Context: an optimization exercise on an open-source flow, tuned for small area, a short achievable clock period and few clock cycles. The choices shown serve that exercise and are no tape-out recipe. At most, simulation tests tie the RTL to the original design; equivalence was not proved.

== old ==
// bas
module bas(clock,reset,load, seed_x,seed_y,iterations,x,y,x_extreme,y_extreme,out_value,done );
For scale: roughly 6400 cells after synthesis, about 310 flip-flops, ~140 I/O pins, about 55000 um^2 of cells after synthesis.
==> module beetle_right_antenna, before the edit <==
module beetle_right_antenna(dir, sense, step);
input  signed [8:0]  dir;
input         [12:0] sense;
output signed [13:0] step;
wire signed [22:0] p = dir * $signed({1'b0, sense});
assign step = p[21:8];
endmodule
==> flow/config.mk <==
export PLATFORM = sky130hd
export DESIGN_NAME = bas
export DESIGN_NICKNAME = bas
export VERILOG_FILES = /design/flow/design.v
export SDC_FILE = /design/flow/constraint.sdc
export NUM_CORES = 8
export LEC_CHECK = 0
export CAP_MARGIN = 20
export CORE_MARGIN = 2
export CORE_UTILIZATION = 45
export SLEW_MARGIN = 20
==> flow/constraint.sdc <==
create_clock -name core_clock -period 27.0 [get_ports {clock}]
set_input_delay 5.4000 -clock core_clock [delete_from_list [all_inputs] [get_ports {clock}]]
set_output_delay 5.4000 -clock core_clock [all_outputs]
set_load 0.01 [all_outputs]
standard.sh (not shown) runs the stock make flow with config.mk's settings and CLKGATE_MAP_FILE= SYNTH_SCRIPT=/design/flow/synth_recipe.tcl, a recipe that flattens the netlist after the stock synthesis.
==> flow/flow/run.sh <==
#!/bin/bash
# The standard layout, with timing repair aiming for 21 ns of setup slack
# at the design's clock period (over-fixing, as SETUP_SLACK_MARGIN does).
set -euo pipefail
bash standard.sh SETUP_SLACK_MARGIN=21 finish > orfs_make.log 2>&1
Inputs modified between old and new:
diff --git a/flow/design.v b/flow/design.v
--- a/flow/design.v
+++ b/flow/design.v
@@ -763,5 +763,6 @@
 input         [12:0] sense;
 output signed [13:0] step;
-wire signed [22:0] p = dir * $signed({1'b0, sense});
+wire signed [13:0] s = {1'b0, sense};
+wire signed [22:0] p = dir * s;
 assign step = p[21:8];
 endmodule
[summary]
Taking old as the reference, in new number of multi-input combinational cells held steady; global-route met1 utilization held steady.
Diff old -> new: final worst setup slack shows no meaningful change, depth of the CTS H-tree shows no meaningful change.
Reported for new and old, first-pass GRT wire length turned out identical to the last digit.
Diff old..new | clock skew | unchanged
old -> new: design area delta 0, exact match
Compared old against new; arithmetic-cell share of the synthesized area counting full adders, half adders and majority gates within noise.
Looking at new and old, the cell count is a wash.
Testbench counts of new, summed over its fixed seeds: cycles 49,368.
For old, only the layout was checked, not whether the RTL still works.

* * *

== the reference run ==
bas, a different RTL version from the one above (not shown whole).
Size: roughly 310 flip-flops, ~55000 sq um of cells after synthesis.
==> module beetle_right_antenna, before the edit <==
module beetle_right_antenna(dir, sense, s3, step);
input  [8:0]  dir;
input  [12:0] sense;
input  [14:0] s3;
output [13:0] step;
wire [15:0] s1 = {3'b000, sense};
wire [15:0] s2 = {2'b00, sense, 1'b0};
wire [15:0] t3 = {1'b0, s3};
wire [15:0] s4 = {1'b0, sense, 2'b00};
wire [3:0] g0 = {dir[2:0], 1'b0};
wire [3:0] g1 = dir[5:2];
wire [3:0] g2 = dir[8:5];
wire [15:0] r0, r1, r2;
wire n0, n1, n2;
beetle_booth_row b0(g0, s1, s2, t3, s4, r0, n0);
beetle_booth_row b1(g1, s1, s2, t3, s4, r1, n1);
beetle_booth_row b2(g2, s1, s2, t3, s4, r2, n2);
wire [21:0] p = {{6{n0}}, r0} + {{3{n1}}, r1, 3'd0} + {r2, 6'd0}
              + {15'd0, n2, 2'b00, n1, 2'b00, n0};
assign step = p[21:8];
endmodule
export LEC_CHECK = 0
export ABC_AREA = 1
export CAP_MARGIN = 20
export CORE_MARGIN = 2
export CORE_UTILIZATION = 50
export SLEW_MARGIN = 20
create_clock -name core_clock -period 27.0 [get_ports {clock}]
==> flow/flow/run.sh <==
#!/bin/bash
# The standard layout: floorplan with the default timing repair, then the rest
# with timing repair aiming for 20 ns of setup slack at the design's clock
# period (over-fixing, as SETUP_SLACK_MARGIN does) on the worst 10% of
# endpoints, and buf_2 cells as the port buffers.
set -euo pipefail
bash standard.sh "BUFFER_PORTS_ARGS=-buffer_cell sky130_fd_sc_hd__buf_2" floorplan > orfs_make_floorplan.log 2>&1
bash standard.sh SETUP_SLACK_MARGIN=20 TNS_END_PERCENT=10 "BUFFER_PORTS_ARGS=-buffer_cell sky130_fd_sc_hd__buf_2" finish > orfs_make.log 2>&1
Testbench counts of the reference run, summed over its fixed seeds: cycles 49,368.
Input-level comparison between the trial run and the reference run:
diff --git a/flow/design.v b/flow/design.v
--- a/flow/design.v
+++ b/flow/design.v
@@ -718,14 +718,22 @@
 wire [3:0] g2 = dir[8:5];
 wire [15:0] r0, r1, r2;
 wire n0, n1, n2;
 beetle_booth_row b0(g0, s1, s2, t3, s4, r0, n0);
 beetle_booth_row b1(g1, s1, s2, t3, s4, r1, n1);
 beetle_booth_row b2(g2, s1, s2, t3, s4, r2, n2);
-wire [21:0] p = {{6{n0}}, r0} + {{3{n1}}, r1, 3'd0} + {r2, 6'd0}
-              + {15'd0, n2, 2'b00, n1, 2'b00, n0};
+wire [21:0] ra = {{6{n0}}, r0};
+wire [21:0] rb = {{3{n1}}, r1, 3'd0};
+wire [21:0] rc = {r2, 6'd0};
+wire [21:0] rd = {15'd0, n2, 2'b00, n1, 2'b00, n0};
+wire [21:0] t1 = ra ^ rb ^ rc;
+wire [21:0] c1 = {ra[20:0] & rb[20:0] | ra[20:0] & rc[20:0] | rb[20:0] & rc[20:0], 1'b0};
+wire [21:0] t2 = t1 ^ c1 ^ rd;
+wire [21:0] c2 = {t1[20:0] & c1[20:0] | t1[20:0] & rd[20:0] | c1[20:0] & rd[20:0], 1'b0};
+wire [21:0] p;
+beetle_prefix_add #(22, 5) fin(t2, c2, p);
 assign step = p[21:8];
 endmodule
 module beetle_booth_row(g, s1, s2, s3, s4, r, n);
 input  [3:0]  g;
 input  [15:0] s1, s2, s3, s4;
 output [15:0] r;
Results
Taking the reference run as the reference, in the trial run total of plain and repair buffers excluding clock buffers went up, register-to-register slack has decreased, number of cells after detailed placement now sits lower. Comparing the trial run and the reference run, routing usage on met2 is lower on the reference run. Measured against each other, the trial run and the reference run differ in synthesized-area fraction occupied by and/or/nand/nor cells, the higher figure coming from the reference run.
Only the layout flow was run in the trial run; the RTL was not checked for function there.

## separate check: timing with driven ports
How much do the figures lean on ideal ports? The routed layouts below were timed once more, with nothing changed but the port constraints.
Step 1, drivers: a clkbuf_16 drives clock and a buf_2 each remaining input, both assumed.
Step 2, shift: input delay + t, output delay - t, t = (earliest + latest rising clock arrival at the registers) / 2. This alone moves slack from input paths to output paths.
Slacks: ideal ports / drivers / drivers and shift; pairs: ideal ports / drivers.
run | t, ns | slack for setup (ns) | hold slack, ns | worst slew at a driven data input, ns
old | 0.705 | 19.344 / 19.344 / 19.344 | 0.469 / 0.469 / 0.469 | 0.20
new | 0.705 | 19.344 / 19.344 / 19.344 | 0.469 / 0.469 / 0.469 | 0.20
the reference run | 0.690 | 20.104 / 20.090 / 19.454 | 0.476 / 0.476 / 0.476 | 0.08
the trial run | 0.693 | 20.088 / 20.099 / 19.437 | 0.472 / 0.472 / 0.472 | 0.04
After both steps every run listed still meets setup and hold. The setup slack of the trial run, which loses most, moves by +0.011 ns with the drivers and by -0.651 ns with both steps.
